This design comes from an exercise in tuning for small area on the open sky130 flow, not from production work.
No activity file was given, so power comes from the tool's default toggle rates.

==> flow/design.v <==
module HR_estimator #(
        parameter CLK_FREQ = 200,
        parameter NUM_PEAKS = 4
)(
    input  wire        clk,
    input  wire        rst,
    input  wire        sample_en,
    input  signed [7:0] Xin,
    output wire [31:0] bpm
);
    wire [10:0] Y;
    wire [9:0]  mx;
    wire        pd, clr, idle;
    wire [13:0] q;
    hr_pre  u_pre  (.clk(clk), .rst(rst), .se(sample_en), .Xin(Xin), .clr(clr),
                    .idle(idle), .Y(Y));
    hr_peak u_peak (.clk(clk), .rst(rst), .se(sample_en), .Y(Y), .mx(mx), .pd(pd));
    hr_ring u_ring (.clk(clk), .rst(rst), .se(sample_en), .H(Y[10:1]), .mx(mx),
                    .idle(idle), .clr(clr));
    hr_rr   u_rr   (.clk(clk), .rst(rst), .se(sample_en), .pd(pd), .clr(clr), .q(q));
    assign bpm = {18'd0, q};
endmodule
module hr_pre (
    input  wire        clk,
    input  wire        rst,
    input  wire        se,
    input  signed [7:0] Xin,
    input  wire        clr,       
    input  wire        idle,      
    output reg  [10:0] Y
);
    reg signed [7:0] xp;
    reg  [4:0] act;
    wire [4:0] astep = {act[3:0], act[4] ^ act[2]};
    wire signed [8:0] dx = Xin - xp;
    wire flat = (dx <= 9'sd20) && (dx >= -9'sd20);
    wire sleep = (act == 5'd17);
    wire a16   = (act == 5'd24);
    wire pre = se & ~sleep;
    always @(posedge clk or posedge rst) begin
        if (rst) begin
            xp  <= 8'sd0;
            act <= 5'd1;
        end else if (se) begin
            xp <= Xin;
            if (sleep)      act <= flat ? 5'd17 : 5'd1;
            else if (a16)   act <= 5'd17;
            else            act <= flat ? astep : 5'd1;
        end
    end
    reg  [47:0] dr;       
    reg  [2:0] c6;
    reg  [2:0] st;        
    reg signed [10:0] acc;
    wire [7:0] dt = dr[47:40];
    wire       dins = (st == 3'd1) & (c6 == 3'd0);
    always @(posedge clk) begin
        dr <= {dr[39:0], clr ? 8'd0 : (dins ? xp : dt)};
        if (clr) c6 <= 3'd0;
        else if (!dins) c6 <= (c6 == 3'd5) ? 3'd0 : c6 + 3'd1;
    end
    wire        dbl = (st == 3'd2) | (st == 3'd4);
    wire        neg = (st == 3'd3) | (st == 3'd4);
    wire [10:0] opd = dbl ? {{2{dt[7]}}, dt, 1'b0} : {{3{dt[7]}}, dt};
    wire [10:0] sum = (dins ? 11'd0 : acc) + (neg ? ~opd : opd) + {10'd0, neg};
    always @(posedge clk)
        if (dins | (st == 3'd2) | (st == 3'd3) | (st == 3'd4)) acc <= sum;
    wire signed [7:0] dsh = acc[10:3];
    wire [6:0] rect = dsh[7] ? -dsh[6:0] : dsh[6:0];
    reg  [3:0] c2;
    reg  [111:0] w;       
    wire [6:0] wt = w[111:105];
    wire       wins = (st == 3'd5) & (c2 == 4'd0) & idle;
    always @(posedge clk) begin
        w <= {w[104:0], clr ? 7'd0 : (wins ? rect : wt)};
        if (clr) c2 <= 4'd0;
        else if (!wins) c2 <= c2 + 4'd1;
    end
    always @(posedge clk or posedge rst) begin
        if (rst) begin
            st <= 3'd0;
            Y  <= 11'd0;
        end else begin
            if (pre) st <= 3'd1;
            else if (dins | (st == 3'd2) | (st == 3'd3) | (st == 3'd4)) st <= st + 3'd1;
            else if (wins) st <= 3'd0;
            if (wins) Y <= Y + rect - wt;
        end
    end
endmodule
module hr_peak (
    input  wire        clk,
    input  wire        rst,
    input  wire        se,
    input  wire [10:0] Y,
    input  wire [9:0]  mx,        
    output reg         pd
);
    reg  [9:0] thr, mv;           
    reg  [5:0] ps;
    reg  [3:0] tcnt;
    wire slow = (ps == 6'd42);
    wire raw = {1'b0, Y} > ({2'b0, thr} + 12'd50);
    wire heavy = ~slow | (tcnt == 4'd7);
    always @(posedge clk or posedge rst) begin
        if (rst) begin
            thr <= 0; mv <= 0; pd <= 0; ps <= 6'd1; tcnt <= 0;
        end else if (se) begin
            pd <= raw;
            tcnt <= tcnt + 4'd1;
            if (ps == 6'd53)  ps <= 6'd42;      
            else if (raw)     ps <= 6'd1;
            else if (!slow)   ps <= {ps[4:0], ps[5] ^ ps[4]};
            if (heavy) begin
                thr <= mv;
                mv  <= mx;
            end
        end
    end
endmodule
module hr_ring (
    input  wire        clk,
    input  wire        rst,
    input  wire        se,
    input  wire [9:0]  H,
    output wire [9:0]  mx,
    output wire        idle,
    output reg         clr
);
    localparam NW = 197;                    
    reg  [4*NW-1:0] r;                      
    reg  [7:0] c;                           
    reg  [1:0] f;                           
    reg  [1:0] mode;                        
    reg        fs;                          
    reg  [9:0] V;                           
    reg  [8:0] z;                           
    reg  [2:0] oatr;                        
    wire [3:0] tap = r[4*NW-1:4*NW-4];
    wire       start = (mode == 2'd1) & (c == 8'd0);
    assign idle = (mode == 2'd0);
    reg  [9:0]  mxr;                        
    wire [9:0]  X  = mode[1] ? V : mxr;
    wire [10:0] Dx = {1'b0, X} - {1'b0, H};
    wire        lo = Dx[10] & mode[0];      
    wire [9:0]  v0 = lo ? H : X;
    wire [9:0]  Dv = lo ? 10'd0 : Dx[9:0];  
    wire [8:0]  z0 = start ? 9'd0 : z;
    wire        Dhi = |Dv[9:3];
    wire        zhi = (z0[8:3] == 6'b011111);    
    reg  [3:0] ow;
    reg  [1:0] m;
    reg  [2:0] o, zc;       
    reg  [2:0] oat;         
    reg        fsn, fnext, fhere;
    reg  [1:0] fl;
    integer k;
    wire [9:0] zn = {1'b0, z0} + {7'd0, zc};
    wire       zdone = zn[8] & (|zn[7:0] | zn[9]);    
    always @(*) begin
        ow = tap; o = 3'd0; zc = 3'd0; oat = 3'd0; fsn = start ? 1'b0 : fs;
        m = start ? 2'd2 : mode; fhere = 1'b0; fnext = 1'b0; fl = f;
        for (k = 0; k < 4; k = k + 1) begin
            if (!(start && k < f)) begin
                if (m == 2'd2) begin
                    if (!tap[k]) begin
                        zc = zc + 3'd1;
                        if (!fsn && !(start && k == f)) begin
                            fsn = 1'b1; oat = o; fhere = 1'b1; fl = k;
                        end
                    end else begin
                        o = o + 3'd1;
                    end
                    if ((!Dhi && Dv[2:0] == o) || (zhi && ({1'b0, z0[2:0]} + zc == 4'd8))) begin
                        m = 2'd3;
                        if (!fsn) begin
                            fsn = 1'b1; oat = o;
                            if (k == 3) begin fnext = 1'b1; fl = 2'd0; end
                            else begin fhere = 1'b1; fl = k + 1; end
                        end
                    end
                end else if (m == 2'd3) begin
                    if (Dhi || Dv[2:0] > o) begin
                        ow[k] = 1'b1; o = o + 3'd1;
                    end else begin
                        ow[k] = 1'b0; zc = zc + 3'd1;
                    end
                end
            end
        end
    end
    wire [1:0] mnext = (m == 2'd3 && zdone) ? 2'd0 : m;
    wire [9:0] vn = v0 - {7'd0, mode[1] | start ? o : oatr};
    assign mx = vn;                         
    wire busy = start | mode[1];
    always @(posedge clk) begin
        r <= {r[4*NW-5:0], clr ? 4'd0 : (busy ? ow : tap)};
        if (clr) f <= 2'd0;
        if (busy) begin
            V <= vn;
            z <= z0 + {6'd0, zc};
            fs <= fsn;
            f <= fl;
        end
    end
    always @(posedge clk or posedge rst) begin
        if (rst) begin
            clr <= 1'b1; c <= 8'd0; mode <= 2'd0; mxr <= 10'd0; oatr <= 3'd0;
        end else begin
            if (clr & (c == NW-1)) clr <= 1'b0;
            if (busy & fhere)      c <= 8'd1;
            else if (busy & fnext) c <= 8'd0;
            else                   c <= (c == NW-1) ? 8'd0 : c + 8'd1;
            if (busy) begin
                mode <= mnext;
                if (fhere | fnext) begin mxr <= v0; oatr <= oat; end
            end else if (se) begin
                mode <= 2'd1;
                mxr <= vn; oatr <= 3'd0;
            end
        end
    end
endmodule
module hr_rr (
    input  wire        clk,
    input  wire        rst,
    input  wire        se,
    input  wire        pd,
    input  wire        clr,
    output reg  [13:0] q
);
    reg  [18:0] tr, cr;
    reg  [4:0]  p;
    reg         ppd, done, pz, pend, act, cya, cyb, sh, run, dpend;
    reg  [1:0]  icnt, op;       
    reg  [3:0]  dc;
    wire rise = pd & ~ppd;
    wire go   = pend & (p == 5'd0);
    wire en   = go | act;
    wire p0   = (p == 5'd0);
    wire tb   = tr[18];
    wire cb   = cr[18];
    wire low  = ~p[4];                           
    wire [13:0] DIVIDEND = 14'd12000;
    wire tsub = (op == 2'd1);
    wire tadd = (op[0] & ~tsub) | tsub;          
    wire ta_b = cb ^ tsub;
    wire ta_c = p0 ? tsub : cya;
    wire tnew = tb ^ ta_b ^ ta_c;
    wire first = (dc == 4'd13);
    wire rold  = cb & ~first;
    wire dsub  = first | q[0];
    wire da    = p0 ? DIVIDEND[dc] : sh;
    wire db    = (low & tr[16]) ^ dsub;
    wire dcin  = p0 ? dsub : cyb;
    wire dsum  = da ^ db ^ dcin;
    wire icin  = p0 | cyb;
    wire cinc  = low & (cb ^ icin);
    always @(posedge clk) begin
        p <= (p == 5'd18 || clr) ? 5'd0 : p + 5'd1;
        tr <= {tr[17:0], clr ? 1'b0 : ((en & tadd) ? tnew : tb)};
        cr <= {cr[17:0], clr ? 1'b0 : (run ? dsum : (en ? cinc : cb))};
        cya <= (tb & ta_b) | (tb & ta_c) | (ta_b & ta_c);
        cyb <= run ? ((da & db) | (da & dcin) | (db & dcin)) : (cb & icin);
        sh  <= rold;
        if (run) begin
            if (p == 5'd18) dc <= dc - 4'd1;
        end else dc <= 4'd13;
    end
    always @(posedge clk or posedge rst) begin
        if (rst) begin
            ppd <= 0; done <= 0; pz <= 1'b1; icnt <= 0; pend <= 0; act <= 0;
            op <= 0; run <= 0; q <= 0; dpend <= 0;
        end else begin
            if (go) pend <= 1'b0;
            if (go) act <= 1'b1;
            else if (p == 5'd18) act <= 1'b0;
            if (se && !done) begin
                ppd  <= pd;
                pend <= 1'b1;
                op   <= !rise ? 2'd0 : pz ? 2'd1 : (icnt == 2'd3) ? 2'd3 : 2'd2;
                if (rise && !pz) begin
                    icnt <= icnt + 2'd1;
                    if (icnt == 2'd3) done <= 1'b1;
                end
            end
            if (en && op != 2'd0) begin
                if (op != 2'd3) begin
                    if (low) pz <= (p0 | pz) & ~cb;
                end else begin
                    if (p == 5'd2)                  pz <= tnew;
                    else if (p > 5'd2 && p < 5'd18) pz <= pz | tnew;
                    else if (p == 5'd18)            pz <= pz & ~tnew;
                end
            end
            if (done && se && icnt == 2'd0) begin
                icnt <= 2'd1;
                if (pz) dpend <= 1'b1;
            end
            if (dpend && p == 5'd18) begin
                dpend <= 1'b0;
                run <= 1'b1;
            end
            if (run && p == 5'd18) begin
                q <= {q[12:0], ~dsum};
                if (dc == 4'd0) run <= 1'b0;
            end
        end
    end
endmodule
clock: 650.0 ns
lec_check: 0
cap_margin: 20
core_margin: 2
core_utilization: 45
cts_buf_list: sky130_fd_sc_hd__clkbuf_8
cts_cluster_diameter: 50
cts_cluster_size: 20
place_density: 0.6
slew_margin: 20
standard.sh (not shown) runs the stock make flow with config.mk's settings and CLKGATE_MAP_FILE= SYNTH_SCRIPT=/design/flow/synth_recipe.tcl, a recipe that flattens the netlist after the stock synthesis.
==> flow/flow/run.sh <==
#!/bin/bash
# The standard layout (standard.sh, which runs the ORFS flow unchanged),
# with two settings passed through the environment:
#  - the clock tree is built without dummy loads (CTS -dont_use_dummy_load);
#  - ports are buffered with the smallest buffer.
# Each tool's full output goes to standard_run.log in this folder.
set -euo pipefail
export CTS_ARGS="-sink_clustering_enable -repair_clock_nets -dont_use_dummy_load -sink_clustering_size 20 -sink_clustering_max_diameter 50 -buf_list sky130_fd_sc_hd__clkbuf_8"
export BUFFER_PORTS_ARGS="-buffer_cell sky130_fd_sc_hd__buf_1"
bash standard.sh > standard_run.log 2>&1
Then changed:
--- a/flow/design.v
+++ b/flow/design.v
@@ -29,34 +29,36 @@
     input  wire        idle,      
     output reg  [10:0] Y
 );
     reg signed [7:0] xp;
-    reg  [4:0] act;
-    wire [4:0] astep = {act[3:0], act[4] ^ act[2]};
+    reg  [4:0] act;       
     wire signed [8:0] dx = Xin - xp;
-    wire flat = (dx <= 9'sd20) && (dx >= -9'sd20);
+    wire [8:0] dxa = dx[8] ? -dx : dx;
+    wire flat = dxa <= 9'd20;
     wire sleep = (act == 5'd17);
-    wire a16   = (act == 5'd24);
     wire pre = se & ~sleep;
     always @(posedge clk or posedge rst) begin
         if (rst) begin
             xp  <= 8'sd0;
-            act <= 5'd1;
+            act <= 5'd0;
         end else if (se) begin
             xp <= Xin;
-            if (sleep)      act <= flat ? 5'd17 : 5'd1;
-            else if (a16)   act <= 5'd17;
-            else            act <= flat ? astep : 5'd1;
+            if (sleep)             act <= flat ? 5'd17 : 5'd0;
+            else if (act == 5'd16) act <= 5'd17;
+            else                   act <= flat ? act + 5'd1 : 5'd0;
         end
     end
-    reg  [47:0] dr;       
+    reg  [7:0] dr [0:5];
     reg  [2:0] c6;
     reg  [2:0] st;        
     reg signed [10:0] acc;
-    wire [7:0] dt = dr[47:40];
+    wire [7:0] dt = dr[5];
     wire       dins = (st == 3'd1) & (c6 == 3'd0);
+    integer i;
     always @(posedge clk) begin
-        dr <= {dr[39:0], clr ? 8'd0 : (dins ? xp : dt)};
+        for (i = 5; i > 0; i = i - 1)
+            dr[i] <= dr[i-1];
+        dr[0] <= clr ? 8'd0 : (dins ? xp : dt);
         if (clr) c6 <= 3'd0;
         else if (!dins) c6 <= (c6 == 3'd5) ? 3'd0 : c6 + 3'd1;
     end
     wire        dbl = (st == 3'd2) | (st == 3'd4);
@@ -67,13 +69,14 @@
         if (dins | (st == 3'd2) | (st == 3'd3) | (st == 3'd4)) acc <= sum;
     wire signed [7:0] dsh = acc[10:3];
     wire [6:0] rect = dsh[7] ? -dsh[6:0] : dsh[6:0];
     reg  [3:0] c2;
-    reg  [111:0] w;       
-    wire [6:0] wt = w[111:105];
+    reg  [6:0] w [0:15];
     wire       wins = (st == 3'd5) & (c2 == 4'd0) & idle;
     always @(posedge clk) begin
-        w <= {w[104:0], clr ? 7'd0 : (wins ? rect : wt)};
+        for (i = 15; i > 0; i = i - 1)
+            w[i] <= w[i-1];
+        w[0] <= clr ? 7'd0 : (wins ? rect : w[15]);
         if (clr) c2 <= 4'd0;
         else if (!wins) c2 <= c2 + 4'd1;
     end
     always @(posedge clk or posedge rst) begin
@@ -83,9 +86,9 @@
         end else begin
             if (pre) st <= 3'd1;
             else if (dins | (st == 3'd2) | (st == 3'd3) | (st == 3'd4)) st <= st + 3'd1;
             else if (wins) st <= 3'd0;
-            if (wins) Y <= Y + rect - wt;
+            if (wins) Y <= Y + rect - w[15];
         end
     end
 endmodule
 module hr_peak (
@@ -96,22 +99,22 @@
     input  wire [9:0]  mx,        
     output reg         pd
 );
     reg  [9:0] thr, mv;           
-    reg  [5:0] ps;
+    reg  [5:0] ps;                
     reg  [3:0] tcnt;
-    wire slow = (ps == 6'd42);
+    wire slow = (ps == 6'd51);
     wire raw = {1'b0, Y} > ({2'b0, thr} + 12'd50);
     wire heavy = ~slow | (tcnt == 4'd7);
     always @(posedge clk or posedge rst) begin
         if (rst) begin
-            thr <= 0; mv <= 0; pd <= 0; ps <= 6'd1; tcnt <= 0;
+            thr <= 0; mv <= 0; pd <= 0; ps <= 0; tcnt <= 0;
         end else if (se) begin
             pd <= raw;
             tcnt <= tcnt + 4'd1;
-            if (ps == 6'd53)  ps <= 6'd42;      
-            else if (raw)     ps <= 6'd1;
-            else if (!slow)   ps <= {ps[4:0], ps[5] ^ ps[4]};
+            if (slow)             ps <= raw ? 6'd0 : 6'd51;
+            else if (ps == 6'd50) ps <= 6'd51;
+            else                  ps <= raw ? 6'd0 : ps + 6'd1;
             if (heavy) begin
                 thr <= mv;
                 mv  <= mx;
             end
@@ -126,18 +129,18 @@
     output wire [9:0]  mx,
     output wire        idle,
     output reg         clr
 );
-    localparam NW = 197;                    
-    reg  [4*NW-1:0] r;                      
+    localparam NW = 198;                    
+    reg  [3:0] r [0:NW-1];
     reg  [7:0] c;                           
     reg  [1:0] f;                           
     reg  [1:0] mode;                        
     reg        fs;                          
     reg  [9:0] V;                           
     reg  [8:0] z;                           
     reg  [2:0] oatr;                        
-    wire [3:0] tap = r[4*NW-1:4*NW-4];
+    wire [3:0] tap = r[NW-1];
     wire       start = (mode == 2'd1) & (c == 8'd0);
     assign idle = (mode == 2'd0);
     reg  [9:0]  mxr;                        
     wire [9:0]  X  = mode[1] ? V : mxr;
@@ -192,10 +195,13 @@
     wire [1:0] mnext = (m == 2'd3 && zdone) ? 2'd0 : m;
     wire [9:0] vn = v0 - {7'd0, mode[1] | start ? o : oatr};
     assign mx = vn;                         
     wire busy = start | mode[1];
+    integer j;
     always @(posedge clk) begin
-        r <= {r[4*NW-5:0], clr ? 4'd0 : (busy ? ow : tap)};
+        for (j = NW-1; j > 0; j = j - 1)
+            r[j] <= r[j-1];
+        r[0] <= clr ? 4'd0 : (busy ? ow : tap);
         if (clr) f <= 2'd0;
         if (busy) begin
             V <= vn;
             z <= z0 + {6'd0, zc};
After rerunning:
- The new run went through all stages and came out clean
- design area grows by 1.3%
- routed wire length increases by 2.4%
- sequential power falls by about 2%
- global-route usage barely changes
- maximum frequency goes down by 0.36%
- first-iteration DRC count grows by 3.7%
Function was not checked in any run of this note: the RTL went through the layout flow alone.

[port drivers added, routing unchanged]
In the flow no input, the clock included, has a driving cell. The finished layouts below were timed again as built, in two steps.
Step 1 (the two cells are an assumption about what drives the block):
set clk [get_ports {clk}]
set_driving_cell -lib_cell sky130_fd_sc_hd__clkbuf_16 $clk
set_driving_cell -lib_cell sky130_fd_sc_hd__buf_2 [delete_from_list [all_inputs] $clk]
Step 2, shift: input delay + t, output delay - t, t = (earliest + latest rising clock arrival at the registers) / 2. This alone moves slack from input paths to output paths.
Three values: ideal, step 1, step 2; two values: the first two.
run	t, ns	setup slack, ns	pins driven straight from the clock port
the first run	0.715	517.600 / 517.630 / 516.915	1
the second run	0.702	517.124 / 517.164 / 516.462	1
After both steps every run listed still meets setup and hold. The setup slack of the first run, which loses most, moves by +0.030 ns with the drivers and by -0.685 ns with both steps.
